Context: an optimization exercise on an open-source flow, tuned for small area, a short achievable clock period and few clock cycles. The choices shown serve that exercise and are no tape-out recipe. At most, simulation tests tie the RTL to the original design; equivalence was not proved. Function not checked in runs 3 and 6: the RTL went through the layout flow alone.

<file path="flow/run.sh">
#!/bin/bash
# synth_recipe.tcl (not shown) runs the flow's synth.tcl, then flattens the netlist and writes it again
# the make line also repeats each setting of config.mk as NAME=value (left out here)
make -C /OpenROAD-flow-scripts/flow DESIGN_CONFIG=/design/flow/config.mk WORK_HOME=/design/flow/orfs CLKGATE_MAP_FILE= SYNTH_SCRIPT=/design/flow/synth_recipe.tcl finish
</file>
<file path="flow/config.mk">
export PLATFORM = sky130hd
export DESIGN_NAME = huffman
export DESIGN_NICKNAME = huffman
export VERILOG_FILES = /design/flow/design.v
export SDC_FILE = /design/flow/constraint.sdc
export NUM_CORES = 4
export LEC_CHECK = 0
export CAP_MARGIN = 20
export CORE_MARGIN = 2
export CORE_UTILIZATION = 40
export SETUP_SLACK_MARGIN = 2.0
export SLEW_MARGIN = 20
</file>
<file path="flow/constraint.sdc">
create_clock -name core_clock -period 5.0 [get_ports {clk}]
set_input_delay 1.0000 -clock core_clock [delete_from_list [all_inputs] [get_ports {clk}]]
set_output_delay 1.0000 -clock core_clock [all_outputs]
set_load 0.01 [all_outputs]
</file>
<file path="flow/design.v">
module huffman(clk, reset, gray_valid, gray_data, CNT_valid, CNT1, CNT2, CNT3, CNT4, CNT5, CNT6,code_valid, HC1, HC2, HC3, HC4, HC5, HC6, M1, M2, M3, M4, M5, M6);
input clk;
input reset;
input gray_valid;
input [7:0] gray_data;
output reg CNT_valid;
output [7:0] CNT1, CNT2, CNT3, CNT4, CNT5, CNT6;
output reg code_valid;
output [7:0] HC1, HC2, HC3, HC4, HC5, HC6;
output [7:0] M1, M2, M3, M4, M5, M6;
integer i;
function lt7;
	input [6:0] a, b;
	integer k;
	reg c;
	begin
		c = 1'b0;
		for (k = 0; k < 7; k = k + 1)
			c = (~a[k] & b[k]) | (~(a[k] & ~b[k]) & c);
		lt7 = c;
	end
endfunction
reg [3:0] st;
reg srt, slast, mrg;
wire [3:0] st_n = (st == 4'd0) ? {3'd0, gray_valid} :
		(st == 4'd1) ? (gray_valid ? 4'd1 : 4'd2) :
		(st == 4'd12) ? 4'd12 : st + 4'd1;
always @(posedge clk or posedge reset)
	if (reset) begin
		st <= 4'd0;
		srt <= 1'b0;
		slast <= 1'b0;
		mrg <= 1'b0;
		CNT_valid <= 1'b0;
		code_valid <= 1'b0;
	end else begin
		st <= st_n;
		srt <= (st_n >= 4'd2) & (st_n <= 4'd6);
		slast <= (st_n == 4'd6);
		mrg <= (st_n >= 4'd7) & (st_n <= 4'd11);
		CNT_valid <= (st == 4'd1) & ~gray_valid;
		code_valid <= (st == 4'd11);
	end
reg [6:0] Q [0:5];
assign CNT1 = {1'b0, Q[5]};
assign CNT2 = {1'b0, Q[0]};
assign CNT3 = {1'b0, Q[1]};
assign CNT4 = {1'b0, Q[2]};
assign CNT5 = {1'b0, Q[3]};
assign CNT6 = {1'b0, Q[4]};
wire [5:1] unsorted = {1'b0, st == 4'd2, st <= 4'd3, st <= 4'd4, st <= 4'd5};
wire [7:0] lt;
assign lt[0] = 1'b1;
assign lt[6] = 1'b0;
assign lt[7] = 1'b0;
genvar g;
generate
	for (g = 1; g < 6; g = g + 1) begin : cmp
		assign lt[g] = (srt & unsorted[g]) | lt7(Q[g], Q[0]);
	end
endgenerate
wire [6:0] R1 = slast ? Q[1] : Q[2];
wire [6:0] R2 = slast ? Q[2] : Q[3];
wire [6:0] addA = Q[0] + R1;
wire [6:0] addB = R1 + R2;
wire sumB = slast ? lt[2] : lt[3];
wire [6:0] S = (addA & {7{~sumB}}) | (addB & {7{sumB}});
wire [5:0] inc;
assign inc[0] = gray_valid & (gray_data[2:0] == 3'd2);
assign inc[1] = gray_valid & (gray_data[2:0] == 3'd3);
assign inc[2] = gray_valid & (gray_data[2:0] == 3'd4);
assign inc[3] = gray_valid & (gray_data[2:0] == 3'd5);
assign inc[4] = gray_valid & (gray_data[2:0] == 3'd6);
assign inc[5] = gray_valid & (gray_data[2:0] == 3'd1);
always @(posedge clk or posedge reset)
	if (reset) begin
		for (i = 0; i < 6; i = i + 1)
			Q[i] <= 7'd0;
	end else if (srt) begin
		Q[0] <= slast ? S : (lt[1] ? Q[1] : Q[0]);
		for (i = 1; i < 6; i = i + 1)
			Q[i] <= lt[i+1] ? Q[(i+1)%6] : (lt[i] ? Q[0] : Q[i]);
	end else if (mrg) begin
		Q[0] <= S;
		for (i = 2; i < 6; i = i + 1)
			Q[i] <= lt[i+2] ? Q[(i+2)%6] : (lt[i+1] ? Q[0] : ((i == 5) ? 7'h7f : Q[(i+1)%6]));
	end else begin
		for (i = 0; i < 6; i = i + 1)
			Q[i] <= Q[i] + {6'd0, inc[i]};
	end
wire [2:0] ins_s = {lt[4], lt[2] & ~lt[4], (lt[1] & ~lt[2]) | (lt[3] & ~lt[4]) | lt[5]};
wire [2:0] ins_m = {lt[5], lt[3] & ~lt[5], (lt[2] & ~lt[3]) | (lt[4] & ~lt[5])};
reg [2:0] nv [0:7];
always @(*) begin
	if (mrg) begin
		nv[0] = ins_m;
		nv[1] = ins_m;
		for (i = 2; i < 6; i = i + 1)
			nv[i] = lt[i] ? i - 2 : i - 1;
	end else begin
		nv[0] = ins_s;
		for (i = 1; i < 6; i = i + 1)
			nv[i] = lt[i] ? i - 1 : i;
	end
	nv[6] = 3'd0;
	nv[7] = 3'd0;
end
reg [2:0] P [0:5];
reg [4:0] T [0:5];
reg [4:0] H [0:5];
always @(posedge clk or posedge reset)
	if (reset) begin
		P[0] <= 3'd5;
		for (i = 1; i < 6; i = i + 1)
			P[i] <= i - 1;
		for (i = 0; i < 6; i = i + 1) begin
			T[i] <= 5'd0;
			H[i] <= 5'd0;
		end
	end else begin
		for (i = 0; i < 6; i = i + 1) begin
			if (srt | mrg)
				P[i] <= nv[P[i]];
			if (mrg & (P[i] <= 3'd1)) begin
				T[i] <= {T[i][3:0], 1'b1};
				if (P[i] == 3'd0)
					H[i] <= H[i] | ({T[i][3:0], 1'b1} & ~T[i]);
			end
		end
	end
assign HC1 = {3'b0, H[0]};	assign M1 = {3'b0, T[0][4:1], 1'b1};
assign HC2 = {3'b0, H[1]};	assign M2 = {3'b0, T[1][4:1], 1'b1};
assign HC3 = {3'b0, H[2]};	assign M3 = {3'b0, T[2][4:1], 1'b1};
assign HC4 = {3'b0, H[3]};	assign M4 = {3'b0, T[3][4:1], 1'b1};
assign HC5 = {3'b0, H[4]};	assign M5 = {3'b0, T[4][4:1], 1'b1};
assign HC6 = {3'b0, H[5]};	assign M6 = {3'b0, T[5][4:1], 1'b1};
endmodule
</file>
==> metrics.md, run 1 <==
| Metric | Value |
|---|---|
| Final WS setup | `just over 2 ns` |
| Drt drc | `0` |
| CTS sink count | `129` |
| Relative slew slack | `0.314` |
| Mean Syn Cell Area | `roughly 8.3 µm²` |
| CP Class | `register to register` |
| Final Wtd Congestion | `0.870` |
| Commonest cells in the netlist | `dfrtp_1, nand2_1, o21ai_0, a21oi_1, nor2_1` |
| Buf/Inv on CP | `2` |
| Post-synthesis instance area | `just over 9000 µm²` |
| CP peak stage delay | `around 0.5 ns` |
| CTS Buffer Depth | `2` |
| Core Region | `22800 µm²` |
| First-pass GRT wire length | `between 40 and 50 mm` |
| # port buffers | `between 100 and 150` |
| Top_reg_cell synth | `dfrtp_1` |
| RR Startpoint | `Q[0][3]$_DFFE_PP0P_` |
| Pre-CTS setup slack | `between 1 and 1.5 ns` |
| Post-synth cell types | `82` |
| Layout cells sized above 1 | `0.145` |
| Total of max-cap violations | `0` |
| Tot GR Track Use | `0.223` |
| Post-DRT Antenna Nets | `0` |
| Hold Path Origin | `H[2][3]$_DFFE_PP0P_` |
| Final max-slew violation count | `0` |
| Final period util | `0.587` |
| Final #Nets | `between 1000 and 1500` |
| Routed via count | `8368` |
| Worst clock skew | `~0.011 ns` |
| Initial antenna violation count | `0` |
| Status | `finished clean` |
| Die Wd | `approximately 160 µm` |
| # hold bufs at CTS | `0` |
| Final core occ | `0.492` |
| Setup tns final | `0 ns` |
| Setup violators final | `0` |
| H-tree levels | `4` |
| HP Class | `register to register` |
| Worst slew pin tran | `~1.0 ns` |
| Number of synthesized register bits | `approximately 130` |
| DIE AREA | `between 20000 and 25000 µm²` |
| Top area cells in the synthesized netlist | `dfrtp_1, buf_4, o21ai_0` |
| DR WL/cell | `approximately 18 µm` |
| CP endpoint kind | `register` |
| DR iter-0 viols | `634` |
| Clk slew on worst S/H paths | `0.06 ns` |
| Top-count cell post-synth | `dfrtp_1` |
| Diodes inserted | `0` |
| Area grow syn2layout | `20.2%` |
| Cell taking the most area after synthesis | `dfrtp_1` |
| CP arrival | `3.22 ns` |
| Critical Path, Cell by Cell | `inv_2 -> maj3_2 -> maj3_2 -> o21ai_4 -> buf_4 -> mux2_2 -> mux2i_1 -> nor2_1 -> a221oi_1 -> o21ai_0` |
| Core Rows | `between 50 and 60` |
| Ys async rst share | `1.00` |
| Grt total ovfl | `0` |
| DP Wirelength | `around 18 mm` |
| Top Family by Delay on Critical Path | `adder cells` |
| Most used cell, CP | `maj3_2` |
| Yosys top cell area share | `0.327` |
| CP startpoint | `Q[0][3]$_DFFE_PP0P_` |
| RSZ-0062 raised after global routing | `true` |
| Via-to-Cell Ratio | `5.53` |
| Warnings, synthesis | `6` |
| TritonCTS clock tree | `yes` |
| Fin crit period | `2.94 ns` |
| # fillers | `about 2200` |
| Register area | `about 3300 µm²` |
| Largest net degree at the start of global routing | `between 100 and 150` |
| Fmax | `between 300 and 400 MHz` |
| Multi-input logic area | `5350 µm²` |
| Startpoint types | `register` |
| WL final | `26.9 mm` |
| Initial Util | `0.410` |
| Seq/Total Area, Yosys | `0.347` |
| Die Y-Extent | `around 160 µm` |
| Worst path required time | `between 5 and 6 ns` |
| Vias in the first global route | `7859` |
| Final Hold Viols | `0` |
| Detailed-router iteration count before antenna repair | `6` |
| Worst skew pair latency | `0.43 ns` |
| IO Pins | `about 160` |
| Num CTS Buffers | `17` |
| Critical path fanouts, max | `10` |
| Post-synth EDFFs | `0` |
| Cell at the slowest stage of the critical path | `dfrtp_4` |
| Min Hold Slack | `around 0.46 ns` |
| Cells after Synth | `roughly 1100` |
| CTS root buf | `clkbuf_16` |
-- registers in the layout, summed over array words and instances (netlist names) --
signal,flops
CNT_valid,1
H,30
P,18
Q,42
T,30
code_valid,1
mrg,1
slast,1
srt,1
st,4
-- tightest hold or removal path: cells and delay by family (launching register included) --
kind / cells / cell delay, ns
buffers and inverters: 1 / 0.04
flip-flops: 1 / 0.34
AO/OA/AOI/OAI: 1 / 0.05
-- cell type report --
class	count	area share
inverters	69	0.0241
repair buffers	140	0.119
flip-flops and latches	129	0.291
well taps	313	0.0349
multi-input cells	830	0.477
clock buffers	18	0.0383
clock inverters	14	0.0162
-- repair_timing --
item                       CTS  global route
setup endpoints to repair   38            19
pin swaps                    5             7
gates resized for setup     19            21
cloned                       0             0
setup buffers               12            14
-- through the flow --
stage	cell area, µm²	instances
after floorplan	9580	1164
after global placement	10300	1455
after detailed placement	10300	1455
after CTS	11000	1499
after global routing	11200	1513
final	11200	1513
-- kinds of logic (layout without fill, tap and decap cells) --
kind of cell | Yosys count | after routing | synth area share
other cells | 2 | 48 | 0.000805
simple gates | 329 | 329 | 0.165
flops | 129 | 129 | 0.347
compound gates | 340 | 340 | 0.242
mux | 38 | 38 | 0.0425
xor+xnor | 31 | 31 | 0.0291
buf+inv | 205 | 241 | 0.115
fa+ha+maj | 44 | 44 | 0.0591
-- layout by cell type (no fill, tap or decap), types with 34 or more instances in the layout --
| cell | instances |
|---|---|
| conb_1 | 48 |
| nand2_1 | 106 |
| inv_1 | 60 |
| dfrtp_1 | 110 |
| nand3_1 | 35 |
| buf_4 | 34 |
| o21ai_0 | 88 |
| clkdlybuf4s50_1 | 103 |
| nor2_1 | 82 |
| a21oi_1 | 85 |
-- final timing paths --
check	end	slack [ns]	cells after the start
worst min-delay path	H[2][3]$_DFFE_PP0P_	0.46	2
max in group asynchronous	srt$_DFF_PP0_	3.01	3
worst max-delay path	Q[2][3]$_DFFE_PP0P_	2.06	10
worst min register to register	H[2][3]$_DFFE_PP0P_	0.46	2
worst max register to register	Q[2][3]$_DFFE_PP0P_	2.06	10
min in group asynchronous	H[2][2]$_DFFE_PP0P_	0.99	2
-- layer usage --
| layer | up-vias | wire (µm) | track usage | part of all wire |
|---|---|---|---|---|
| li1 | 3996 | - | - | - |
| met1 | 3999 | 12100 | 0.306 | 0.45 |
| met2 | 315 | 12400 | 0.349 | 0.46 |
| met3 | 58 | 1880 | 0.0501 | 0.070 |
| met4 | 0 | 602 | 0.0725 | 0.022 |
| met5 | - | 0 | 0 | 0 |
Testbench counts, summed over its fixed seeds: cycles 44,400.
==> run 2: changes to the inputs <==
--- a/flow/config.mk
+++ b/flow/config.mk
@@ -10,3 +10,2 @@
 export CORE_UTILIZATION = 40
-export SETUP_SLACK_MARGIN = 2.0
 export SLEW_MARGIN = 20
==> metrics.md, run 2 <==
| Metric | Value |
|---|---|
| DIE AREA | `24600 µm² (unchanged)` |
| Mean Syn Cell Area | `8.35 µm² (unchanged)` |
| CTS sink count | `129 (unchanged)` |
| Relative slew slack | `0.273 (-0.0413)` |
| Largest regs | `Q (42), H (30), T (30)` |
| Post-Place Cells | `1461 (+0.41%)` |
| IO Pins | `157 (unchanged)` |
| Hold Path Depth | `1 (-1)` |
| Post-synth cell types | `82 (unchanged)` |
| Drt drc | `0 (unchanged)` |
| # port buffers | `103 (unchanged)` |
| Post-synth EDFFs | `0 (unchanged)` |
| Final max-slew violation count | `0 (unchanged)` |
| Final Hold Viols | `0 (unchanged)` |
| Vias in the first global route | `7586 (-3.5%)` |
| Worst reg2reg path endpoint | `P[4][0]$_DFFE_PP1P_` |
| Startpoint types | `register` |
| Cells after Synth | `1118 (unchanged)` |
| Critical path fanouts, max | `12 (+2)` |
| Final Wtd Congestion | `0.865 (-0.62%)` |
| DR WL/cell | `17.7 µm (-0.59%)` |
| TritonCTS clock tree | `yes` |
| # hold bufs at CTS | `0 (unchanged)` |
| Post-synthesis instance area | `9330 µm² (unchanged)` |
| Final WS setup | `1.23 ns (-0.830 ns)` |
| Warnings, synthesis | `6 (unchanged)` |
| CTS root buf | `clkbuf_16` |
| Core Region | `22800 µm² (unchanged)` |
| Multi-input logic area | `5210 µm² (-2.7%)` |
| Diodes inserted | `0 (unchanged)` |
| Most common cell after layout, fill and taps aside | `dfrtp_1` |
| Post-DRT Antenna Nets | `0 (unchanged)` |
| Area grow syn2layout | `16.2%` |
| Fmax | `266 MHz (-22%)` |
| Pre-CTS setup slack | `1.37 ns (+0.199 ns)` |
| DR iter-0 viols | `820 (+29%)` |
| CP arrival | `4.11 ns (+0.89 ns)` |
| Status | `finished clean` |
| Die Wd | `157 µm (unchanged)` |
| Setup tns final | `0 ns (unchanged)` |
| H-tree levels | `4 (unchanged)` |
| First-pass GRT wire length | `42.3 mm (-1.6%)` |
| Worst clock skew | `0.00744 ns (-0.00376 ns)` |
| DP Wirelength | `18.5 mm (+1.9%)` |
| Fin crit period | `3.77 ns (+0.830 ns)` |
| RR Startpoint | `Q[0][4]$_DFFE_PP0P_` |
| Worst slew pin tran | `1.09 ns (+0.0701 ns)` |
| Commonest cells after routing, fill and taps aside | `dfrtp_1, nand2_1, clkdlybuf4s50_1` |
| Core Rows | `55 (unchanged)` |
| HP Class | `register to register` |
| Initial antenna violation count | `0 (unchanged)` |
| WL final | `26.4 mm (-1.9%)` |
| Largest net degree at the start of global routing | `82 (-20%)` |
| Num CTS Buffers | `17 (unchanged)` |
| Ys async rst share | `1.00 (unchanged)` |
| R2R Setup Slk | `1.23 ns (-0.83 ns)` |
| Layout cells sized above 1 | `0.103 (-0.0425)` |
| Via-to-Cell Ratio | `5.52 (-0.13%)` |
| Tot GR Track Use | `0.218 (-0.00498)` |
| Setup violators final | `0 (unchanged)` |
| R2R depth | `12 (+2)` |
| Grt total ovfl | `0 (unchanged)` |
| CTS Buffer Depth | `2 (unchanged)` |
| Initial Util | `0.410 (unchanged)` |
| Final period util | `0.753 (+0.166)` |
| Largest register FFs | `42 (unchanged)` |
| Post-CTS setup buffer count | `0 (-12)` |
| Worst skew pair latency | `0.43 ns (about the same)` |
| # fillers | `2243 (+3.2%)` |
| CP endpoint kind | `register` |
| Cell taking the most area after synthesis | `dfrtp_1` |
| Number of synthesized register bits | `129 (unchanged)` |
| RSZ-0062 raised after global routing | `false` |
| Routed via count | `8247 (-1.4%)` |
| CP Class | `register to register` |
| Post-CTS sizing | `0 (-19)` |
| Commonest cells in the netlist | `dfrtp_1, nand2_1, o21ai_0, a21oi_1, nor2_1` |
| Top area cells in the synthesized netlist | `dfrtp_1, buf_4, o21ai_0` |
| Top_reg_cell synth | `dfrtp_1` |
| Register area | `3240 µm² (-0.73%)` |
| Seq/Total Area, Yosys | `0.347 (unchanged)` |
| Die Y-Extent | `157 µm (unchanged)` |
| Detailed-router iteration count before antenna repair | `5 (-1)` |
| Hold Path Origin | `H[3][0]$_DFFE_PP0P_` |
| Worst path required time | `5.35 ns (+0.06 ns)` |
| Min-Delay Endpoint | `H[3][0]$_DFFE_PP0P_` |
| Yosys top cell area share | `0.327 (unchanged)` |
| Top-count cell post-synth | `dfrtp_1` |
| Final #Nets | `1215 (-1.6%)` |
| Clk slew on worst S/H paths | `0.06 ns (about the same)` |
| Fin cells | `1493 (-1.3%)` |
| Register with the most flip-flops | `Q` |
| Total of max-cap violations | `0 (unchanged)` |
==> run 2: cell types whose count changed in the layout (fill, tap and decap cells not counted), moves of 4 or more <==
cell,previous run,this run
dfrtp_1,110,121
dfrtp_4,4,0
buf_4,34,17
dfrtp_2,8,1
clkinv_4,5,1
inv_6,3,9
ha_1,30,35
==> run 2: cell type report <==
| cell class | count | share of cell area |
|---|---|---|
| repair buffers | 120 | 0.107 |
| clock inverters | 14 | 0.0132 |
| clock buffers | 18 | 0.0405 |
| well taps | 313 | 0.0361 |
| multi-input cells | 830 | 0.480 |
| flip-flops and latches | 129 | 0.299 |
| inverters | 69 | 0.0246 |
==> run 2: kinds of logic (layout without fill, tap and decap cells) <==
kind of cell	after synthesis	after routing	share of synthesized area
adder cells (fa/ha/maj)	44	44	0.0591
AND/OR/NAND/NOR	329	329	0.165
buffers and inverters	205	221	0.115
other	2	48	0.000805
multiplexers	38	38	0.0425
AO/OA/AOI/OAI	340	340	0.242
XOR/XNOR	31	31	0.0291
flip-flops	129	129	0.347
==> run 2: how the worst max path moves through the flow <==
| stage | start | end | slack (ns) | cells past startpoint |
|---|---|---|---|---|
| 6_report | Q[0][4]$_DFFE_PP0P_ | P[4][0]$_DFFE_PP1P_ | 1.23 | 12 |
| 5_1_grt | Q[0][4]$_DFFE_PP0P_ | P[5][0]$_DFFE_PP0P_ | 0.99 | 12 |
| 4_1_cts | Q[0][0]$_DFFE_PP0P_ | P[5][0]$_DFFE_PP0P_ | 1.35 | 15 |
| 3_5_place_dp | Q[0][0]$_DFFE_PP0P_ | P[5][0]$_DFFE_PP0P_ | 1.37 | 15 |
| 3_3_place_gp | Q[0][4]$_DFFE_PP0P_ | P[4][0]$_DFFE_PP1P_ | 1.40 | 12 |
| 2_1_floorplan | reset | CNT_valid$_DFF_PP0_ | 0.57 | 1 |
==> run 2: routing by layer <==
layer | GRT usage | routed length (µm) | up-vias
met2 | 0.361 | 12600 | 304
met3 | 0.0393 | 1670 | 47
met1 | 0.292 | 11600 | 3925
met4 | 0.0642 | 572 | 0
met5 | 0 | 0 | -
li1 | - | - | 3971
==> run 2: through the flow <==
stage               instance area [µm²]  hold slack, ns   util
floorplan                          9510           0.456      -
global placement                  10300           0.438  0.450
detailed placement                10300           0.448  0.450
CTS                               10800           0.462  0.476
global route                      10800           0.475  0.476
finish                            10800           0.455  0.476
==> run 2: worst max-delay path, stage by stage (launching register included) <==
cell	delay, ns
dfrtp_1	0.75
clkinv_1	0.53
o22ai_1	0.29
a22oi_1	0.11
a22oi_2	0.24
o21a_1	0.26
a21oi_2	0.16
ha_1	0.44
nor4bb_1	0.16
a2111o_1	0.41
o21a_1	0.11
a41oi_1	0.14
o21ai_1	0.08
==> run 3: changes to the inputs <==
--- a/flow/design.v
+++ b/flow/design.v
@@ -13,9 +13,13 @@
 	input [6:0] a, b;
-	integer k;
-	reg c;
+	reg [6:0] l, g;
+	reg l10, g10, l32, g32, l54, g54, l30, g30, l64, g64;
 	begin
-		c = 1'b0;
-		for (k = 0; k < 7; k = k + 1)
-			c = (~a[k] & b[k]) | (~(a[k] & ~b[k]) & c);
-		lt7 = c;
+		l = ~a & b;
+		g = a & ~b;
+		l10 = l[1] | (~g[1] & l[0]);	g10 = g[1] | (~l[1] & g[0]);
+		l32 = l[3] | (~g[3] & l[2]);	g32 = g[3] | (~l[3] & g[2]);
+		l54 = l[5] | (~g[5] & l[4]);	g54 = g[5] | (~l[5] & g[4]);
+		l30 = l32 | (~g32 & l10);	g30 = g32 | (~l32 & g10);
+		l64 = l[6] | (~g[6] & l54);	g64 = g[6] | (~l[6] & g54);
+		lt7 = l64 | (~g64 & l30);
 	end
@@ -74,2 +78,21 @@
 assign inc[5] = gray_valid & (gray_data[2:0] == 3'd1);
+reg [6:0] Qn [0:5];
+reg [6:0] Qc [0:5];
+reg selB, selC, selD;
+always @(*) begin
+	for (i = 0; i < 6; i = i + 1)
+		Qc[i] = Q[i] + {6'd0, inc[i]};
+	selB = srt & ~slast & lt[1];
+	selD = slast | mrg;
+	Qn[0] = (Qc[0] & {7{~(selB | selD)}}) | (Q[1] & {7{selB}}) | (S & {7{selD}});
+	for (i = 1; i < 5; i = i + 1) begin
+		selB = (srt & lt[i+1]) | (mrg & (i > 1) & ~lt[i+2] & ~lt[i+1]);
+		selC = mrg & (i > 1) & lt[i+2];
+		selD = (srt & ~lt[i+1] & lt[i]) | (mrg & (i > 1) & ~lt[i+2] & lt[i+1]);
+		Qn[i] = (Qc[i] & {7{~(selB | selC | selD)}}) | (Q[(i+1)%6] & {7{selB}})
+			| (Q[(i+2)%6] & {7{selC}}) | (Q[0] & {7{selD}});
+	end
+	selD = srt & lt[5];
+	Qn[5] = (Qc[5] & {7{~(selD | mrg)}}) | (Q[0] & {7{selD}}) | {7{mrg}};
+end
 always @(posedge clk or posedge reset)
@@ -78,13 +101,5 @@
 			Q[i] <= 7'd0;
-	end else if (srt) begin
-		Q[0] <= slast ? S : (lt[1] ? Q[1] : Q[0]);
-		for (i = 1; i < 6; i = i + 1)
-			Q[i] <= lt[i+1] ? Q[(i+1)%6] : (lt[i] ? Q[0] : Q[i]);
-	end else if (mrg) begin
-		Q[0] <= S;
-		for (i = 2; i < 6; i = i + 1)
-			Q[i] <= lt[i+2] ? Q[(i+2)%6] : (lt[i+1] ? Q[0] : ((i == 5) ? 7'h7f : Q[(i+1)%6]));
 	end else begin
 		for (i = 0; i < 6; i = i + 1)
-			Q[i] <= Q[i] + {6'd0, inc[i]};
+			Q[i] <= Qn[i];
 	end
--- a/flow/config.mk
+++ b/flow/config.mk
@@ -10,2 +10,3 @@
 export CORE_UTILIZATION = 40
+export SETUP_SLACK_MARGIN = 2.5
 export SLEW_MARGIN = 20
==> metrics.md, run 3 <==
| Metric | Value |
|---|---|
| DR WL/cell | `18.4 µm (+4.0%)` |
| CP Class | `register to register` |
| Final core occ | `0.548 (+0.0716)` |
| CP arrival | `3.28 ns (-0.83 ns)` |
| Tot GR Track Use | `0.213 (-0.00502)` |
| First-pass GRT wire length | `40.3 mm (-4.6%)` |
| Commonest cells after routing, fill and taps aside | `clkdlybuf4s50_1, dfrtp_1, buf_4` |
| Vias in the first global route | `7477 (-1.4%)` |
| IO Pins | `157 (unchanged)` |
| # fillers | `1972 (-12%)` |
| Largest register FFs | `42 (unchanged)` |
| Core Rows | `54 (-1.8%)` |
| Worst path required time | `5.31 ns (-0.04 ns)` |
| Mean Syn Cell Area | `8.93 µm² (+7.0%)` |
| # hold bufs at CTS | `0 (unchanged)` |
| DIE AREA | `23200 µm² (-5.4%)` |
| Top_reg_cell synth | `dfrtp_1` |
| Mux contribution to synthesized area | `0.0325 (-0.00998)` |
| TritonCTS clock tree | `yes` |
| Yosys top cell area share | `0.346 (+0.0193)` |
| Commonest cells in the netlist | `dfrtp_1, o21ai_0, inv_1, buf_4, nand2_1` |
| Area grow syn2layout | `35.2%` |
| Status | `finished clean` |
| CP endpoint kind | `register` |
| Die Wd | `152 µm (-2.8%)` |
| Largest net degree at the start of global routing | `62 (-24%)` |
| HP Class | `register to register` |
| Startpoint types | `register` |
| # port buffers | `103 (unchanged)` |
| Largest family of logic cells by synthesized area | `compound AO/OA/AOI/OAI gates` |
| DP Wirelength | `17.0 mm (-8.3%)` |
| Most common cell after layout, fill and taps aside | `clkdlybuf4s50_1` |
| Routed via count | `8005 (-2.9%)` |
| Total of max-cap violations | `0 (unchanged)` |
| Largest regs | `Q (42), H (30), T (30)` |
| Relative slew slack | `0.397 (+0.124)` |
| Final period util | `0.595 (-0.158)` |
| Final max-slew violation count | `0 (unchanged)` |
| Setup violators final | `0 (unchanged)` |
| Ys async rst share | `1.00 (unchanged)` |
| Final Hold Viols | `0 (unchanged)` |
| Critical path fanouts, max | `5 (-7)` |
| Post-DRT Antenna Nets | `0 (unchanged)` |
| CTS sink count | `129 (unchanged)` |
| Diodes inserted | `0 (unchanged)` |
| Warnings, synthesis | `8 (+2)` |
| Seq/Total Area, Yosys | `0.367 (+0.0205)` |
| WL final | `26.4 mm (-0.16%)` |
| RSZ-0062 raised after global routing | `true` |
| Worst clock skew | `0.0125 ns (+0.00510 ns)` |
| Top area cells in the synthesized netlist | `dfrtp_1, buf_4, ha_1` |
| Register with the most flip-flops | `Q` |
| Synth Area in Compound Gates | `0.245 (+0.00266)` |
| Fmax | `336 MHz (+27%)` |
| Post-synthesis xor/xnor area fraction | `0.0417 (+0.0127)` |
| Detailed-router iteration count before antenna repair | `7 (+2)` |
| Post-synth cell types | `80 (-2.4%)` |
| Clk slew on worst S/H paths | `0.06 ns (about the same)` |
| CTS root buf | `clkbuf_16` |
| Initial antenna violation count | `0 (unchanged)` |
| DR iter-0 viols | `754 (-8.0%)` |
| H-tree levels | `4 (unchanged)` |
| Core Region | `21800 µm² (-4.5%)` |
| Final #Nets | `1193 (-1.8%)` |
| Worst slew pin tran | `0.902 ns (-0.187 ns)` |
| Adder-Cell Fraction of Synth Area | `0.0730 (+0.0139)` |
| Grt total ovfl | `0 (unchanged)` |
| Fin crit period | `2.97 ns (-0.791 ns)` |
| Number of synthesized register bits | `129 (unchanged)` |
| Post-synth EDFFs | `0 (unchanged)` |
| Final Wtd Congestion | `0.842 (-2.7%)` |
| Layout cells sized above 1 | `0.302 (+0.199)` |
| Post-synthesis instance area | `8810 µm² (-5.6%)` |
| Simple-Gate Fraction of Synth Area | `0.123 (-0.0413)` |
| Die Y-Extent | `152 µm (-2.8%)` |
| Top-count cell post-synth | `dfrtp_1` |
| Setup tns final | `0 ns (unchanged)` |
| Initial Util | `0.405 (-0.00467)` |
| CTS Buffer Depth | `2 (unchanged)` |
| Worst skew pair latency | `0.42 ns (about the same)` |
| Drt drc | `0 (unchanged)` |
| Cells after Synth | `987 (-12%)` |
| Num CTS Buffers | `17 (unchanged)` |
| Cell taking the most area after synthesis | `dfrtp_1` |
| Via-to-Cell Ratio | `5.59 (+1.1%)` |
run 3: worst paths after layout:
kind / start / endpoint / slack (ns) / depth (start not counted)
setup reg to reg: Q[0][1]$_DFF_PP0_ / P[5][0]$_DFFE_PP0P_ / 2.03 / 15
hold reg to reg: H[2][0]$_DFFE_PP0P_ / H[2][0]$_DFFE_PP0P_ / 0.46 / 1
hold / removal: H[2][0]$_DFFE_PP0P_ / H[2][0]$_DFFE_PP0P_ / 0.46 / 1
max in group asynchronous: reset / Q[1][6]$_DFF_PP0_ / 2.91 / 3
setup / recovery: Q[0][1]$_DFF_PP0_ / P[5][0]$_DFFE_PP0P_ / 2.03 / 15
min in group asynchronous: reset / H[1][2]$_DFFE_PP0P_ / 1.11 / 2
run 3: worst max-delay path: stages (launching register included):
cell	delay [ns]
dfrtp_2	0.42
buf_6	0.11
nand3b_1	0.07
a22o_1	0.20
maj3_2	0.31
maj3_2	0.35
o21ai_4	0.17
buf_4	0.14
buf_6	0.10
buf_6	0.09
ha_4	0.21
inv_6	0.08
nand3_1	0.07
o311ai_0	0.12
o311ai_1	0.16
o32ai_1	0.25
run 3: kinds of logic after synthesis:
| group | Yosys count |
|---|---|
| buffers and inverters | 198 |
| DFF | 129 |
| and+or+nand+nor | 223 |
| xor gates and xnor gates | 42 |
| other | 2 |
| adders and majority gates | 52 |
| muxes | 27 |
| AOI/OAI and AO/OA | 314 |
run 3: metrics by stage:
step | area, µm² | hold slack, ns | cells | worst slack (ns)
after floorplan | 9120 | 0.472 | 1033 | 2.22
after global placement | 9800 | 0.442 | 1305 | 1.53
after detailed placement | 9800 | 0.450 | 1305 | 1.47
after CTS | 11100 | 0.464 | 1388 | 2.08
after global routing | 11900 | 0.476 | 1433 | 1.95
final | 11900 | 0.461 | 1433 | 2.03
run 3: what timing repair did:
item | in CTS | in global routing
gates resized for setup | 109 | 110
pin swaps | 31 | 61
cloned | 1 | 3
setup buffers | 50 | 42
setup endpoints to repair | 130 | 76
run 3: layout make-up:
type | count | area (µm²) | share of cell area
multi-input cells | 706 | 5350 | 0.449
flip-flops and latches | 129 | 3300 | 0.277
repair buffers | 205 | 1940 | 0.163
clock buffers | 18 | 439 | 0.0369
well taps | 280 | 350 | 0.0294
inverters | 80 | 324 | 0.0272
clock inverters | 14 | 203 | 0.0170
repair inverters | 1 | 5.00 | 0.000420
run 3: metal layers:
layer | track usage | share of wire | routed length (µm) | vias to the layer above
met3 | 0.0404 | 0.056 | 1470 | 41
met2 | 0.349 | 0.49 | 12800 | 294
li1 | - | - | - | 3742
met5 | 0 | 0 | 0 | -
met4 | 0.0705 | 0.022 | 569 | 0
met1 | 0.286 | 0.44 | 11500 | 3928
==> run 4: changes to the inputs <==
--- a/flow/design.v
+++ b/flow/design.v
@@ -27,2 +27,3 @@
 reg [3:0] st;
+reg mv;
 reg srt, slast, mrg;
@@ -30,3 +31,3 @@
 		(st == 4'd1) ? (gray_valid ? 4'd1 : 4'd2) :
-		(st == 4'd12) ? 4'd12 : st + 4'd1;
+		(st == 4'd12) ? 4'd12 : (mv ? st + 4'd1 : st);
 always @(posedge clk or posedge reset)
@@ -34,2 +35,3 @@
 		st <= 4'd0;
+		mv <= 1'b0;
 		srt <= 1'b0;
@@ -41,2 +43,3 @@
 		st <= st_n;
+		mv <= (srt | mrg) & ~mv;
 		srt <= (st_n >= 4'd2) & (st_n <= 4'd6);
@@ -45,3 +48,3 @@
 		CNT_valid <= (st == 4'd1) & ~gray_valid;
-		code_valid <= (st == 4'd11);
+		code_valid <= (st == 4'd11) & mv;
 	end
@@ -55,6 +58,3 @@
 wire [5:1] unsorted = {1'b0, st == 4'd2, st <= 4'd3, st <= 4'd4, st <= 4'd5};
-wire [7:0] lt;
-assign lt[0] = 1'b1;
-assign lt[6] = 1'b0;
-assign lt[7] = 1'b0;
+wire [5:1] lt_c;
 genvar g;
@@ -62,5 +62,12 @@
 	for (g = 1; g < 6; g = g + 1) begin : cmp
-		assign lt[g] = (srt & unsorted[g]) | lt7(Q[g], Q[0]);
+		assign lt_c[g] = (srt & unsorted[g]) | lt7(Q[g], Q[0]);
 	end
 endgenerate
+reg [5:1] lt_r;
+always @(posedge clk or posedge reset)
+	if (reset)
+		lt_r <= 5'd0;
+	else
+		lt_r <= lt_c;
+wire [7:0] lt = {2'b00, lt_r, 1'b1};
 wire [6:0] R1 = slast ? Q[1] : Q[2];
@@ -84,9 +91,9 @@
 		Qc[i] = Q[i] + {6'd0, inc[i]};
-	selB = srt & ~slast & lt[1];
-	selD = slast | mrg;
+	selB = mv & srt & ~slast & lt[1];
+	selD = mv & (slast | mrg);
 	Qn[0] = (Qc[0] & {7{~(selB | selD)}}) | (Q[1] & {7{selB}}) | (S & {7{selD}});
 	for (i = 1; i < 5; i = i + 1) begin
-		selB = (srt & lt[i+1]) | (mrg & (i > 1) & ~lt[i+2] & ~lt[i+1]);
-		selC = mrg & (i > 1) & lt[i+2];
-		selD = (srt & ~lt[i+1] & lt[i]) | (mrg & (i > 1) & ~lt[i+2] & lt[i+1]);
+		selB = mv & ((srt & lt[i+1]) | (mrg & (i > 1) & ~lt[i+2] & ~lt[i+1]));
+		selC = mv & mrg & (i > 1) & lt[i+2];
+		selD = mv & ((srt & ~lt[i+1] & lt[i]) | (mrg & (i > 1) & ~lt[i+2] & lt[i+1]));
 		Qn[i] = (Qc[i] & {7{~(selB | selC | selD)}}) | (Q[(i+1)%6] & {7{selB}})
@@ -94,4 +101,4 @@
 	end
-	selD = srt & lt[5];
-	Qn[5] = (Qc[5] & {7{~(selD | mrg)}}) | (Q[0] & {7{selD}}) | {7{mrg}};
+	selD = mv & srt & lt[5];
+	Qn[5] = (Qc[5] & {7{~(selD | (mv & mrg))}}) | (Q[0] & {7{selD}}) | {7{mv & mrg}};
 end
@@ -136,5 +143,5 @@
 		for (i = 0; i < 6; i = i + 1) begin
-			if (srt | mrg)
+			if (mv)
 				P[i] <= nv[P[i]];
-			if (mrg & (P[i] <= 3'd1)) begin
+			if (mv & mrg & (P[i] <= 3'd1)) begin
 				T[i] <= {T[i][3:0], 1'b1};
--- a/flow/config.mk
+++ b/flow/config.mk
@@ -10,3 +10,3 @@
 export CORE_UTILIZATION = 40
-export SETUP_SLACK_MARGIN = 2.5
+export SETUP_SLACK_MARGIN = 3.5
 export SLEW_MARGIN = 20
==> metrics.md, run 4 <==
| Metric | Value |
|---|---|
| Status | `finished clean` |
| Commonest cells after routing, fill and taps aside | `buf_4, dfrtp_1, buf_6` |
| Relative slew slack | `0.502 (+0.105)` |
| Critical path fanouts, max | `10 (+5)` |
| CP startpoint | `slast$_DFF_PP0_` |
| Detailed-router iteration count before antenna repair | `13 (+6)` |
| Register with the most flip-flops | `Q` |
| Worst reg2reg path endpoint | `Q[0][6]$_DFF_PP0_` |
| Initial Util | `0.407 (+0.00236)` |
| Diodes inserted | `0 (unchanged)` |
| Post-synth cell types | `68 (-15%)` |
| TritonCTS clock tree | `yes` |
| Routed via count | `8632 (+7.8%)` |
| Fin cells | `1577 (+10%)` |
| Fin crit period | `2.22 ns (-0.755 ns)` |
| Yosys top cell area share | `0.361 (+0.0149)` |
| Total of max-cap violations | `0 (unchanged)` |
| Top-count cell post-synth | `dfrtp_1` |
| Layout cells sized above 1 | `0.524 (+0.222)` |
| Mean Syn Cell Area | `8.73 µm² (-2.2%)` |
| RR Startpoint | `slast$_DFF_PP0_` |
| Worst clock skew | `0.0118 ns (-0.000734 ns)` |
| Final #Nets | `1332 (+12%)` |
| Most common cell after layout, fill and taps aside | `buf_4` |
| Largest net degree at the start of global routing | `69 (+11%)` |
| Worst slew pin tran | `0.747 ns (-0.155 ns)` |
| Top Family by Delay on Critical Path | `adder cells` |
| DP Wirelength | `15.9 mm (-6.1%)` |
| Cell at the slowest stage of the critical path | `dfrtp_1` |
| Largest register FFs | `42 (unchanged)` |
| Post-synthesis instance area | `8860 µm² (+0.58%)` |
| WL final | `29.5 mm (+12%)` |
| Commonest cells in the netlist | `dfrtp_1, o21ai_0, nand2_1, buf_4, inv_1` |
| CP peak stage delay | `0.41 ns (about the same)` |
| Final Hold Viols | `0 (unchanged)` |
| Min-Delay Endpoint | `H[4][0]$_DFFE_PP0P_` |
| Setup violators final | `0 (unchanged)` |
| Grt total ovfl | `0 (unchanged)` |
| Final core occ | `0.648 (+0.101)` |
| R2R Setup Slk | `2.78 ns (+0.75 ns)` |
| Final Wtd Congestion | `0.832 (-1.1%)` |
| Via-to-Cell Ratio | `5.47 (-2.0%)` |
| Cell taking the most area after synthesis | `dfrtp_1` |
| Setup tns final | `0 ns (unchanged)` |
| Final period util | `0.444 (-0.151)` |
| DR iter-0 viols | `772 (+2.4%)` |
| Startpoint types | `register` |
| Clk slew on worst S/H paths | `0.07 ns (about the same)` |
| Area grow syn2layout | `59.1%` |
| Warnings, synthesis | `8 (unchanged)` |
| CP arrival | `2.56 ns (-0.72 ns)` |
| Die Wd | `153 µm (+0.29%)` |
| Hold Path Depth | `1 (unchanged)` |
| Worst path required time | `5.35 ns (+0.04 ns)` |
| # port buffers | `103 (unchanged)` |
| Critical Path, Cell by Cell | `buf_12 -> mux2_4 -> ha_4 -> inv_2 -> fa_2 -> nor2b_4 -> nor3_4 -> o21bai_1 -> a21oi_2 -> xor2_1 -> o211ai_1` |
| IO Pins | `157 (unchanged)` |
| Top_reg_cell synth | `dfrtp_1` |
| CTS root buf | `clkbuf_16` |
| DR WL/cell | `18.7 µm (+1.7%)` |
| Vias in the first global route | `8263 (+11%)` |
| Ys async rst share | `1.00 (unchanged)` |
| Cells after Synth | `1015 (+2.8%)` |
| Largest regs | `Q (42), H (30), T (30)` |
| Buf/Inv on CP | `2 (-3)` |
| CP Class | `register to register` |
| First-pass GRT wire length | `44.4 mm (+10%)` |
| H-tree levels | `4 (unchanged)` |
| Tot GR Track Use | `0.237 (+0.0232)` |
| Seq/Total Area, Yosys | `0.382 (+0.0148)` |
| Top area cells in the synthesized netlist | `dfrtp_1, o21ai_0, buf_4` |
| Die Y-Extent | `153 µm (+0.29%)` |
| Final WS setup | `2.78 ns (+0.755 ns)` |
| Num CTS Buffers | `17 (unchanged)` |
| Pre-CTS setup slack | `1.61 ns (+0.134 ns)` |
| CTS Buffer Depth | `2 (unchanged)` |
| Hold Path Origin | `H[4][0]$_DFFE_PP0P_` |
| Drt drc | `0 (unchanged)` |
| Core Rows | `54 (unchanged)` |
| Fmax | `451 MHz (+34%)` |
| Post-synth EDFFs | `0 (unchanged)` |
| DIE AREA | `23400 µm² (+0.57%)` |
| RSZ-0062 raised after global routing | `true` |
| Final max-slew violation count | `0 (unchanged)` |
| Number of synthesized register bits | `135 (+4.7%)` |
| Post-Place Cells | `1319 (+1.1%)` |
| Core Region | `21800 µm² (unchanged)` |
| Worst skew pair latency | `0.43 ns (about the same)` |
| Initial antenna violation count | `0 (unchanged)` |
| CP endpoint kind | `register` |
| R2R depth | `11 (-4)` |
| Post-DRT Antenna Nets | `0 (unchanged)` |
| HP Class | `register to register` |
| CTS sink count | `135 (+4.7%)` |
[run 4: changes by cell type in the layout (fill, tap and decap cells not counted), moves of 16 or more]
cell | before | now
buf_2 | 2 | 63
ha_1 | 27 | 8
o21ai_0 | 55 | 28
a31o_4 | 0 | 18
ha_4 | 8 | 27
clkdlybuf4s50_1 | 86 | 1
buf_6 | 15 | 82
o21ai_1 | 27 | 77
buf_4 | 78 | 151
a31o_2 | 24 | 6
nand2_1 | 64 | 80
[run 4: worst register-to-register path: cells and delay by family (launching register included)]
| family | cells | cell delay [ns] |
|---|---|---|
| buffers and inverters | 2 | 0.20 |
| adders and majority gates | 2 | 0.52 |
| and+or+nand+nor | 2 | 0.23 |
| DFF | 1 | 0.41 |
| muxes | 1 | 0.24 |
| AOI/OAI and AO/OA | 3 | 0.40 |
| xor gates and xnor gates | 1 | 0.14 |
[run 4: worst max path at each step]
stage / slack, ns / cells past startpoint / end
2_1_floorplan: 2.33 / 1 / CNT_valid$_DFF_PP0_
3_3_place_gp: 1.64 / 11 / Q[1][4]$_DFF_PP0_
3_5_place_dp: 1.61 / 11 / Q[1][4]$_DFF_PP0_
4_1_cts: 2.76 / 11 / Q[0][6]$_DFF_PP0_
5_1_grt: 2.61 / 9 / Q[0][6]$_DFF_PP0_
6_report: 2.78 / 11 / Q[0][6]$_DFF_PP0_
[run 4: cells by family after synthesis]
logic type / after synthesis / synth area share
XOR/XNOR: 44 / 0.0435
multiplexers: 19 / 0.0230
flip-flops: 135 / 0.382
AO/OA/AOI/OAI: 292 / 0.216
adder cells (fa/ha/maj): 56 / 0.0769
buffers and inverters: 203 / 0.118
other: 2 / 0.000847
AND/OR/NAND/NOR: 264 / 0.140
[run 4: metal layers]
layer	share of wire	track usage	vias up
li1	-	-	4022
met1	0.41	0.296	4223
met2	0.52	0.410	321
met3	0.052	0.0403	66
met4	0.027	0.0877	0
met5	0	0	-
[run 4: area by class of cell]
class | instances | area [µm²]
clock buffer | 17 | 425
clock inverter | 15 | 176
fill | 1694 | 7650
inverter | 74 | 299
multi-input combinational | 729 | 6370
sequential | 135 | 3450
tap | 280 | 350
timing repair buffer | 327 | 3030
[run 4: repair_timing]
action                     4_1_cts  5_1_grt
gates resized for setup        728      130
cloned                          11        3
setup buffers                  160       52
setup endpoints to repair      364      270
hold buffers                     0        0
pin swaps                      156      110
[run 4: metrics by stage]
stage,area [µm²],hold WS (ns)
floorplan,9700,0.486
global placement,10200,0.440
detailed placement,10200,0.446
CTS,13100,0.453
global route,14100,0.483
finish,14100,0.452
Testbench counts of run 4, summed over its fixed seeds: cycles 48,400.
==> run 5: changes to the inputs <==
--- a/flow/config.mk
+++ b/flow/config.mk
@@ -10,3 +10,3 @@
 export CORE_UTILIZATION = 40
-export SETUP_SLACK_MARGIN = 3.5
+export SETUP_SLACK_MARGIN = 3.0
 export SLEW_MARGIN = 20
==> metrics.md, run 5 <==
| Metric | Value |
|---|---|
| Met3 wire length | `1.19 mm (-23%)` |
| TritonCTS clock tree | `yes` |
| # hold bufs at CTS | `0 (unchanged)` |
| Critical path fanouts, max | `6 (-4)` |
| Relative slew slack | `0.479 (-0.0225)` |
| Final Hold Viols | `0 (unchanged)` |
| Vias in the first global route | `7713 (-6.7%)` |
| Largest regs | `Q (42), H (30), T (30)` |
| IO Pins | `157 (unchanged)` |
| Warnings, synthesis | `8 (unchanged)` |
| WL final | `25.3 mm (-14%)` |
| Final max-slew violation count | `0 (unchanged)` |
| Fmax | `438 MHz (-2.7%)` |
| Detailed-router iteration count before antenna repair | `7 (-6)` |
| DR iter-0 viols | `732 (-5.2%)` |
| H-tree levels | `4 (unchanged)` |
| # fillers | `2001 (+18%)` |
| Worst clock skew | `0.0174 ns (+0.00563 ns)` |
| Worst path required time | `5.30 ns (-0.05 ns)` |
| Die Y-Extent | `153 µm (unchanged)` |
| Core Region | `21800 µm² (unchanged)` |
| DR WL/cell | `17.3 µm (-7.7%)` |
| Commonest cells in the netlist | `dfrtp_1, o21ai_0, nand2_1, buf_4, inv_1` |
| DR WL met2 | `12.5 mm (-18%)` |
| Tot GR Track Use | `0.215 (-0.0215)` |
| Mean Syn Cell Area | `8.73 µm² (unchanged)` |
| CP Class | `register to register` |
| Num CTS Buffers | `17 (unchanged)` |
| Layout cells sized above 1 | `0.405 (-0.118)` |
| Die Wd | `153 µm (unchanged)` |
| CTS sink count | `135 (unchanged)` |
| Multi-input logic area | `5430 µm² (-15%)` |
| Routed via count | `7961 (-7.8%)` |
| Initial antenna violation count | `0 (unchanged)` |
| Status | `finished clean` |
| First-pass GRT wire length | `40.9 mm (-7.9%)` |
| Yosys top cell area share | `0.361 (unchanged)` |
| Seq/Total Area, Yosys | `0.382 (unchanged)` |
| Worst reg2reg path endpoint | `Q[0][6]$_DFF_PP0_` |
| Post-synth EDFFs | `0 (unchanged)` |
| Diodes inserted | `0 (unchanged)` |
| Post-DRT Antenna Nets | `0 (unchanged)` |
| Area grow syn2layout | `32.9%` |
| RR Startpoint | `slast$_DFF_PP0_` |
| Top Metal Used | `met4` |
| Metal-1 WL | `10.9 mm (-9.2%)` |
| Final Wtd Congestion | `0.830 (-0.23%)` |
| Final #Nets | `1217 (-8.6%)` |
| CTS root buf | `clkbuf_16` |
| Commonest cells after routing, fill and taps aside | `buf_4, o21ai_0, nand2_1` |
| CP startpoint | `slast$_DFF_PP0_` |
| Setup tns final | `0 ns (unchanged)` |
| Worst Setup EP | `Q[0][6]$_DFF_PP0_` |
| Drt drc | `0 (unchanged)` |
| Total of max-cap violations | `0 (unchanged)` |
| Grt total ovfl | `0 (unchanged)` |
| Ys async rst share | `1.00 (unchanged)` |
| Post-synthesis instance area | `8860 µm² (unchanged)` |
| CP arrival | `2.58 ns (+0.02 ns)` |
| Register area | `3450 µm² (unchanged)` |
| Min Hold Slack | `0.447 ns (-0.00521 ns)` |
| Post-synth cell types | `68 (unchanged)` |
| Via-to-Cell Ratio | `5.45 (-0.52%)` |
| Fin crit period | `2.28 ns (+0.0627 ns)` |
| Clk slew on worst S/H paths | `0.06 ns (about the same)` |
| Largest net degree at the start of global routing | `136 (+97%)` |
| Number of synthesized register bits | `135 (unchanged)` |
| Startpoint types | `register` |
| Worst slew pin tran | `0.775 ns (+0.0278 ns)` |
| R2R depth | `10 (-1)` |
| R2R Setup Slk | `2.72 ns (-0.06 ns)` |
| Design Area, Final | `11800 µm² (-16%)` |
| Worst skew pair latency | `0.43 ns (about the same)` |
| DIE AREA | `23400 µm² (unchanged)` |
| CTS Buffer Depth | `2 (unchanged)` |
| DP Wirelength | `15.8 mm (-0.61%)` |
| Cell taking the most area after synthesis | `dfrtp_1` |
| Final period util | `0.456 (+0.0125)` |
| HP Class | `register to register` |
| RSZ-0062 raised after global routing | `true` |
| Most common cell after layout, fill and taps aside | `buf_4` |
| Initial Util | `0.407 (unchanged)` |
| Largest register FFs | `42 (unchanged)` |
| Top area cells in the synthesized netlist | `dfrtp_1, o21ai_0, buf_4` |
| DP Area | `10000 µm² (-2.2%)` |
| # port buffers | `103 (unchanged)` |
| Core Rows | `54 (unchanged)` |
| Register with the most flip-flops | `Q` |
| Setup violators final | `0 (unchanged)` |
| Hold Path Depth | `1 (unchanged)` |
| Cells after Synth | `1015 (unchanged)` |
| CP endpoint kind | `register` |
| Top_reg_cell synth | `dfrtp_1` |
| Top-count cell post-synth | `dfrtp_1` |
==> run 5: cell counts after synthesis <==
No cell type changed its count.
==> run 5: logic make-up after synthesis <==
kind of cell               synth area share
xor gates and xnor gates             0.0435
adders and majority gates            0.0769
and+or+nand+nor                       0.140
muxes                                0.0230
DFF                                   0.382
AOI/OAI and AO/OA                     0.216
buffers and inverters                 0.118
other                              0.000847
==> run 5: layer usage <==
metal	up-vias	track usage
li1	3756	-
met1	3909	0.281
met2	245	0.363
met3	51	0.0346
met4	0	0.0750
met5	-	0
==> run 5: cell type report <==
class,count,area share
Sequential cell,135,0.293
Multi-Input combinational cell,723,0.461
Inverter,74,0.0253
Timing Repair Buffer,218,0.143
Clock inverter,15,0.0122
Clock buffer,17,0.0361
Tap cell,280,0.0297
==> run 5: worst min-delay path by stage <==
stage	startpoint	to	slack [ns]
global placement	H[2][0]$_DFFE_PP0P_	H[2][0]$_DFFE_PP0P_	0.44
floorplan	st[3]$_DFF_PP0_	CNT_valid$_DFF_PP0_	0.48
detailed placement	H[4][0]$_DFFE_PP0P_	H[4][0]$_DFFE_PP0P_	0.44
global route	H[0][4]$_DFFE_PP0P_	H[0][4]$_DFFE_PP0P_	0.48
finish	H[0][0]$_DFFE_PP0P_	H[0][0]$_DFFE_PP0P_	0.45
CTS	H[4][0]$_DFFE_PP0P_	H[4][0]$_DFFE_PP0P_	0.45
==> run 5: through the flow <==
stage / setup slack (ns) / std cells / util
6_report: 2.72 / 1462 / 0.542
5_1_grt: 2.61 / 1462 / 0.542
4_1_cts: 2.69 / 1446 / 0.523
3_5_place_dp: 1.63 / 1317 / 0.460
3_3_place_gp: 1.68 / 1317 / 0.460
2_1_floorplan: 2.33 / 1061 / -
==> run 5: worst max-delay path, cell delays in order, from the launching register on <==
cell,delay (ns)
dfrtp_4,0.55
buf_8,0.18
buf_4,0.14
mux2_4,0.32
ha_1,0.31
o21ai_0,0.10
a21oi_2,0.15
o22ai_1,0.11
xnor2_1,0.14
nand2b_1,0.07
o211ai_1,0.08
==> run 5: repair_timing <==
item | in CTS | in global routing
setup endpoints to repair | 223 | 103
resized for setup | 564 | 61
buffers inserted | 97 | 16
pin swaps | 44 | 36
==> run 6: changes to the inputs <==
--- a/flow/design.v
+++ b/flow/design.v
@@ -72,8 +72,5 @@
 wire [7:0] lt = {2'b00, lt_r, 1'b1};
-wire [6:0] R1 = slast ? Q[1] : Q[2];
-wire [6:0] R2 = slast ? Q[2] : Q[3];
-wire [6:0] addA = Q[0] + R1;
-wire [6:0] addB = R1 + R2;
-wire sumB = slast ? lt[2] : lt[3];
-wire [6:0] S = (addA & {7{~sumB}}) | (addB & {7{sumB}});
+wire [6:0] addA = Q[0] + Q[1];
+wire [6:0] addB = Q[1] + Q[2];
+wire [6:0] S = (addA & {7{~lt[2]}}) | (addB & {7{lt[2]}});
 wire [5:0] inc;
@@ -85,2 +82,4 @@
 assign inc[5] = gray_valid & (gray_data[2:0] == 3'd1);
+wire sm = mv & srt & ~slast;
+wire mm = mv & (slast | mrg);
 reg [6:0] Qn [0:5];
@@ -91,9 +90,8 @@
 		Qc[i] = Q[i] + {6'd0, inc[i]};
-	selB = mv & srt & ~slast & lt[1];
-	selD = mv & (slast | mrg);
-	Qn[0] = (Qc[0] & {7{~(selB | selD)}}) | (Q[1] & {7{selB}}) | (S & {7{selD}});
+	selB = sm & lt[1];
+	Qn[0] = (Qc[0] & {7{~(selB | mm)}}) | (Q[1] & {7{selB}}) | (S & {7{mm}});
 	for (i = 1; i < 5; i = i + 1) begin
-		selB = mv & ((srt & lt[i+1]) | (mrg & (i > 1) & ~lt[i+2] & ~lt[i+1]));
-		selC = mv & mrg & (i > 1) & lt[i+2];
-		selD = mv & ((srt & ~lt[i+1] & lt[i]) | (mrg & (i > 1) & ~lt[i+2] & lt[i+1]));
+		selB = (sm & lt[i+1]) | (mm & ~lt[i+2] & ~lt[i+1]);
+		selC = mm & lt[i+2];
+		selD = (sm & ~lt[i+1] & lt[i]) | (mm & ~lt[i+2] & lt[i+1]);
 		Qn[i] = (Qc[i] & {7{~(selB | selC | selD)}}) | (Q[(i+1)%6] & {7{selB}})
@@ -101,4 +99,4 @@
 	end
-	selD = mv & srt & lt[5];
-	Qn[5] = (Qc[5] & {7{~(selD | (mv & mrg))}}) | (Q[0] & {7{selD}}) | {7{mv & mrg}};
+	selD = sm & lt[5];
+	Qn[5] = (Qc[5] & {7{~(selD | mm)}}) | (Q[0] & {7{selD}}) | {7{mm}};
 end
@@ -112,13 +110,16 @@
 	end
-wire [2:0] ins_s = {lt[4], lt[2] & ~lt[4], (lt[1] & ~lt[2]) | (lt[3] & ~lt[4]) | lt[5]};
-wire [2:0] ins_m = {lt[5], lt[3] & ~lt[5], (lt[2] & ~lt[3]) | (lt[4] & ~lt[5])};
+wire [2:0] ins = {lt[4], lt[2] & ~lt[4], (lt[1] & ~lt[2]) | (lt[3] & ~lt[4]) | lt[5]};
+function [2:0] place;
+	input [2:0] m;
+	place = (m == 3'd0) ? 3'd0 : (m == 3'd1) ? 3'd5 : m - 3'd1;
+endfunction
 reg [2:0] nv [0:7];
 always @(*) begin
-	if (mrg) begin
-		nv[0] = ins_m;
-		nv[1] = ins_m;
-		for (i = 2; i < 6; i = i + 1)
-			nv[i] = lt[i] ? i - 2 : i - 1;
+	if (mm) begin
+		nv[0] = place(ins);
+		for (i = 1; i < 5; i = i + 1)
+			nv[i] = lt[i] ? place(i - 1) : place(i);
+		nv[5] = slast ? (lt[5] ? place(4) : place(5)) : place(ins);
 	end else begin
-		nv[0] = ins_s;
+		nv[0] = ins;
 		for (i = 1; i < 6; i = i + 1)
@@ -145,3 +146,3 @@
 				P[i] <= nv[P[i]];
-			if (mv & mrg & (P[i] <= 3'd1)) begin
+			if (mv & mrg & ((P[i] == 3'd0) | (P[i] == 3'd5))) begin
 				T[i] <= {T[i][3:0], 1'b1};
--- a/flow/config.mk
+++ b/flow/config.mk
@@ -9,3 +9,3 @@
 export CORE_MARGIN = 2
-export CORE_UTILIZATION = 40
+export CORE_UTILIZATION = 60
 export SETUP_SLACK_MARGIN = 3.0
==> metrics.md, run 6 <==
| Metric | Value |
|---|---|
| Routed via count | `8346 (+4.8%)` |
| CP Class | `register to register` |
| Tot GR Track Use | `0.322 (+0.107)` |
| Most common cell after layout, fill and taps aside | `buf_4` |
| Most used routing layer | `met2` |
| CTS Buffer Depth | `2 (unchanged)` |
| Total of max-cap violations | `0 (unchanged)` |
| Post-synth cell types | `69 (+1.5%)` |
| Worst path required time | `5.34 ns (+0.04 ns)` |
| Via-to-Cell Ratio | `6.27 (+15%)` |
| Top-count cell post-synth | `dfrtp_1` |
| R2R depth | `9 (-1)` |
| Final max-slew violation count | `0 (unchanged)` |
| CP endpoint kind | `register` |
| Worst slew pin tran | `0.754 ns (-0.0211 ns)` |
| Die Y-Extent | `126 µm (-17%)` |
| Commonest cells in the netlist | `dfrtp_1, inv_1, buf_4, a21oi_1, nand2_1` |
| Initial Util | `0.616 (+0.208)` |
| Warnings, synthesis | `8 (unchanged)` |
| Final Hold Viols | `0 (unchanged)` |
| Final #Nets | `1197 (-1.6%)` |
| Seq/Total Area, Yosys | `0.378 (-0.00374)` |
| Ys async rst share | `1.00 (unchanged)` |
| TritonCTS clock tree | `yes` |
| Worst Setup EP | `Q[0][6]$_DFF_PP0_` |
| CP arrival | `2.56 ns (-0.02 ns)` |
| Commonest cells after routing, fill and taps aside | `buf_4, dfrtp_1, buf_2` |
| Grt total ovfl | `0 (unchanged)` |
| DR WL/cell | `20.6 µm (+19%)` |
| Post-DRT Antenna Nets | `0 (unchanged)` |
| Cell taking the most area after synthesis | `dfrtp_1` |
| Die Wd | `126 µm (-17%)` |
| H-tree levels | `4 (unchanged)` |
| WL final | `27.4 mm (+8.5%)` |
| Final period util | `0.443 (-0.0130)` |
| Core Rows | `44 (-19%)` |
| Area grow syn2layout | `31.4%` |
| Top_reg_cell synth | `dfrtp_1` |
| Final Wtd Congestion | `0.849 (+2.2%)` |
| Detailed-router iteration count before antenna repair | `8 (+1)` |
| Core Region | `14500 µm² (-33%)` |
| Largest net degree at the start of global routing | `136 (unchanged)` |
| Clk slew on worst S/H paths | `0.06 ns (about the same)` |
| Fin crit period | `2.22 ns (-0.0651 ns)` |
| Setup tns final | `0 ns (unchanged)` |
| Worst skew pair latency | `0.44 ns (about the same)` |
| Fmax | `451 MHz (+2.9%)` |
| DP Area | `9920 µm² (-0.86%)` |
| DR iter-0 viols | `1104 (+51%)` |
| Layout cells sized above 1 | `0.421 (+0.0159)` |
| IO Pins | `157 (unchanged)` |
| HP Class | `register to register` |
| # hold bufs at CTS | `0 (unchanged)` |
| Met3 Use GR | `0.0599 (+0.0253)` |
| Relative slew slack | `0.497 (+0.0181)` |
| Status | `finished clean` |
| DP Wirelength | `14.7 mm (-6.9%)` |
| Drt drc | `0 (unchanged)` |
| Post-synth EDFFs | `0 (unchanged)` |
| Global routing usage on met2 | `0.538 (+0.175)` |
| CTS root buf | `clkbuf_16` |
| Largest regs | `Q (42), H (30), T (30)` |
| First-pass GRT wire length | `40.8 mm (-0.19%)` |
| Mean Syn Cell Area | `9.21 µm² (+5.5%)` |
| Cells after Synth | `972 (-4.2%)` |
| Worst reg2reg path endpoint | `Q[0][6]$_DFF_PP0_` |
| RR Startpoint | `Q[0][5]$_DFF_PP0_` |
| Design Area, Final | `11800 µm² (-0.18%)` |
| Startpoint types | `register` |
| Top area cells in the synthesized netlist | `dfrtp_1, ha_1, buf_4` |
| Num CTS Buffers | `17 (unchanged)` |
| Largest register FFs | `42 (unchanged)` |
| Number of synthesized register bits | `135 (unchanged)` |
| Initial antenna violation count | `0 (unchanged)` |
| Critical path fanouts, max | `9 (+3)` |
| Vias in the first global route | `7831 (+1.5%)` |
| Worst clock skew | `0.00957 ns (-0.00786 ns)` |
| CP startpoint | `Q[0][5]$_DFF_PP0_` |
| Post-synthesis instance area | `8950 µm² (+0.99%)` |
| DIE AREA | `15900 µm² (-32%)` |
| Met1 Use GR | `0.394 (+0.113)` |
| CTS sink count | `135 (unchanged)` |
| R2R Setup Slk | `2.78 ns (+0.07 ns)` |
| RSZ-0062 raised after global routing | `true` |
| Yosys top cell area share | `0.358 (-0.00354)` |
| # port buffers | `103 (unchanged)` |
| Diodes inserted | `0 (unchanged)` |
| Register with the most flip-flops | `Q` |
| Setup violators final | `0 (unchanged)` |
-- run 6: changes by cell type in the layout (fill, tap and decap cells not counted), moves of 15 or more --
| cell | delta |
|---|---|
| a21oi_1 | +17 |
| a22o_1 | +15 |
| a22oi_1 | -20 |
| ha_1 | +15 |
| nand2_1 | -40 |
| o21ai_0 | -72 |
| o21ai_2 | +16 |
-- run 6: what timing repair did --
action | CTS | global route
pin swaps | 35 | 43
buffers inserted | 94 | 11
endpoints found under the setup margin | 177 | 90
cloned | 2 | 0
gates resized for setup | 543 | 119
-- run 6: logic make-up after synthesis --
group | synth area share
flops | 0.378
buf+inv | 0.118
compound gates | 0.222
xor+xnor | 0.0382
simple gates | 0.135
mux | 0.0222
other cells | 0.000839
fa+ha+maj | 0.0855
-- run 6: routing by layer --
layer / wire length (µm) / share of wire / vias to the layer above
li1: - / - / 3726
met1: 10400 / 0.38 / 4081
met2: 13600 / 0.50 / 435
met3: 2000 / 0.073 / 104
met4: 1410 / 0.052 / 0
met5: 0 / 0 / -
-- run 6: metrics by stage --
step | hold WS [ns] | std cells | util | setup slack, ns
2_1_floorplan | 0.452 | 1018 | - | 2.33
3_3_place_gp | 0.441 | 1192 | 0.682 | 1.87
3_5_place_dp | 0.447 | 1192 | 0.682 | 1.82
4_1_cts | 0.456 | 1320 | 0.767 | 2.87
5_1_grt | 0.472 | 1331 | 0.809 | 2.72
6_report | 0.451 | 1331 | 0.809 | 2.78
-- run 6: worst max-delay path: stages (launching register included) --
cell      delay, ns
dfrtp_2        0.44
buf_4          0.18
clkinv_2       0.17
ha_4           0.35
inv_1          0.08
a21oi_2        0.19
o31ai_4        0.11
xor2_1         0.17
or3_1          0.33
o211ai_1       0.10
-- run 6: worst min-delay path by stage --
stage / start / cells after the start / to / slack [ns]
after detailed placement: H[3][2]$_DFFE_PP0P_ / 2 / H[3][2]$_DFFE_PP0P_ / 0.45
after global placement: H[2][2]$_DFFE_PP0P_ / 2 / H[2][2]$_DFFE_PP0P_ / 0.44
after global routing: H[3][2]$_DFFE_PP0P_ / 2 / H[3][2]$_DFFE_PP0P_ / 0.47
after CTS: H[5][0]$_DFFE_PP0P_ / 1 / H[5][0]$_DFFE_PP0P_ / 0.46
after floorplan: T[0][4]$_DFFE_PP0P_ / 1 / H[0][4]$_DFFE_PP0P_ / 0.45
final: H[4][3]$_DFFE_PP0P_ / 2 / H[4][3]$_DFFE_PP0P_ / 0.45
-- run 6: layout make-up --
cell class              instances  area (µm²)
clock buffers                  21         460
clock inverters                11         124
fillers                       943        2770
inverters                      86         347
multi-input cells             678        5520
flip-flops and latches        135        3450
well taps                     184         230
repair buffers                215        1630
repair inverters                1        5.00

## static timing again, ports no longer ideal
How much do the figures lean on ideal ports? The routed layouts below were timed once more, with nothing changed but the port constraints. Step 1: set_driving_cell puts a clkbuf_16 on clk and a buf_2 on each other input, an assumption about the parent block. Step 2 moves the port delays by t, midway between the first and last clock arrival at a register: inputs arrive t later, outputs are due t later. That takes back most of the time a late clock gives input paths. a / b / c = ideal / step 1 / step 2; a / b = the first two.
run	shift t [ns]	slack for setup (ns)	worst setup path after step 2
run 1	0.477	2.064 / 2.064 / 1.842	input to register
run 2	0.472	1.234 / 1.234 / 1.234	register to register
run 3	0.461	2.026 / 2.026 / 1.999	input to register
run 4	0.471	2.781 / 2.781 / 2.396	input to register
run 5	0.472	2.718 / 2.718 / 2.412	input to register
run 6	0.479	2.783 / 2.783 / 2.532	input to register
After both steps setup and hold are still met in every run listed. For run 4, which loses most, drivers alone change the setup slack by 0.000 ns; drivers and shift together by -0.385 ns.
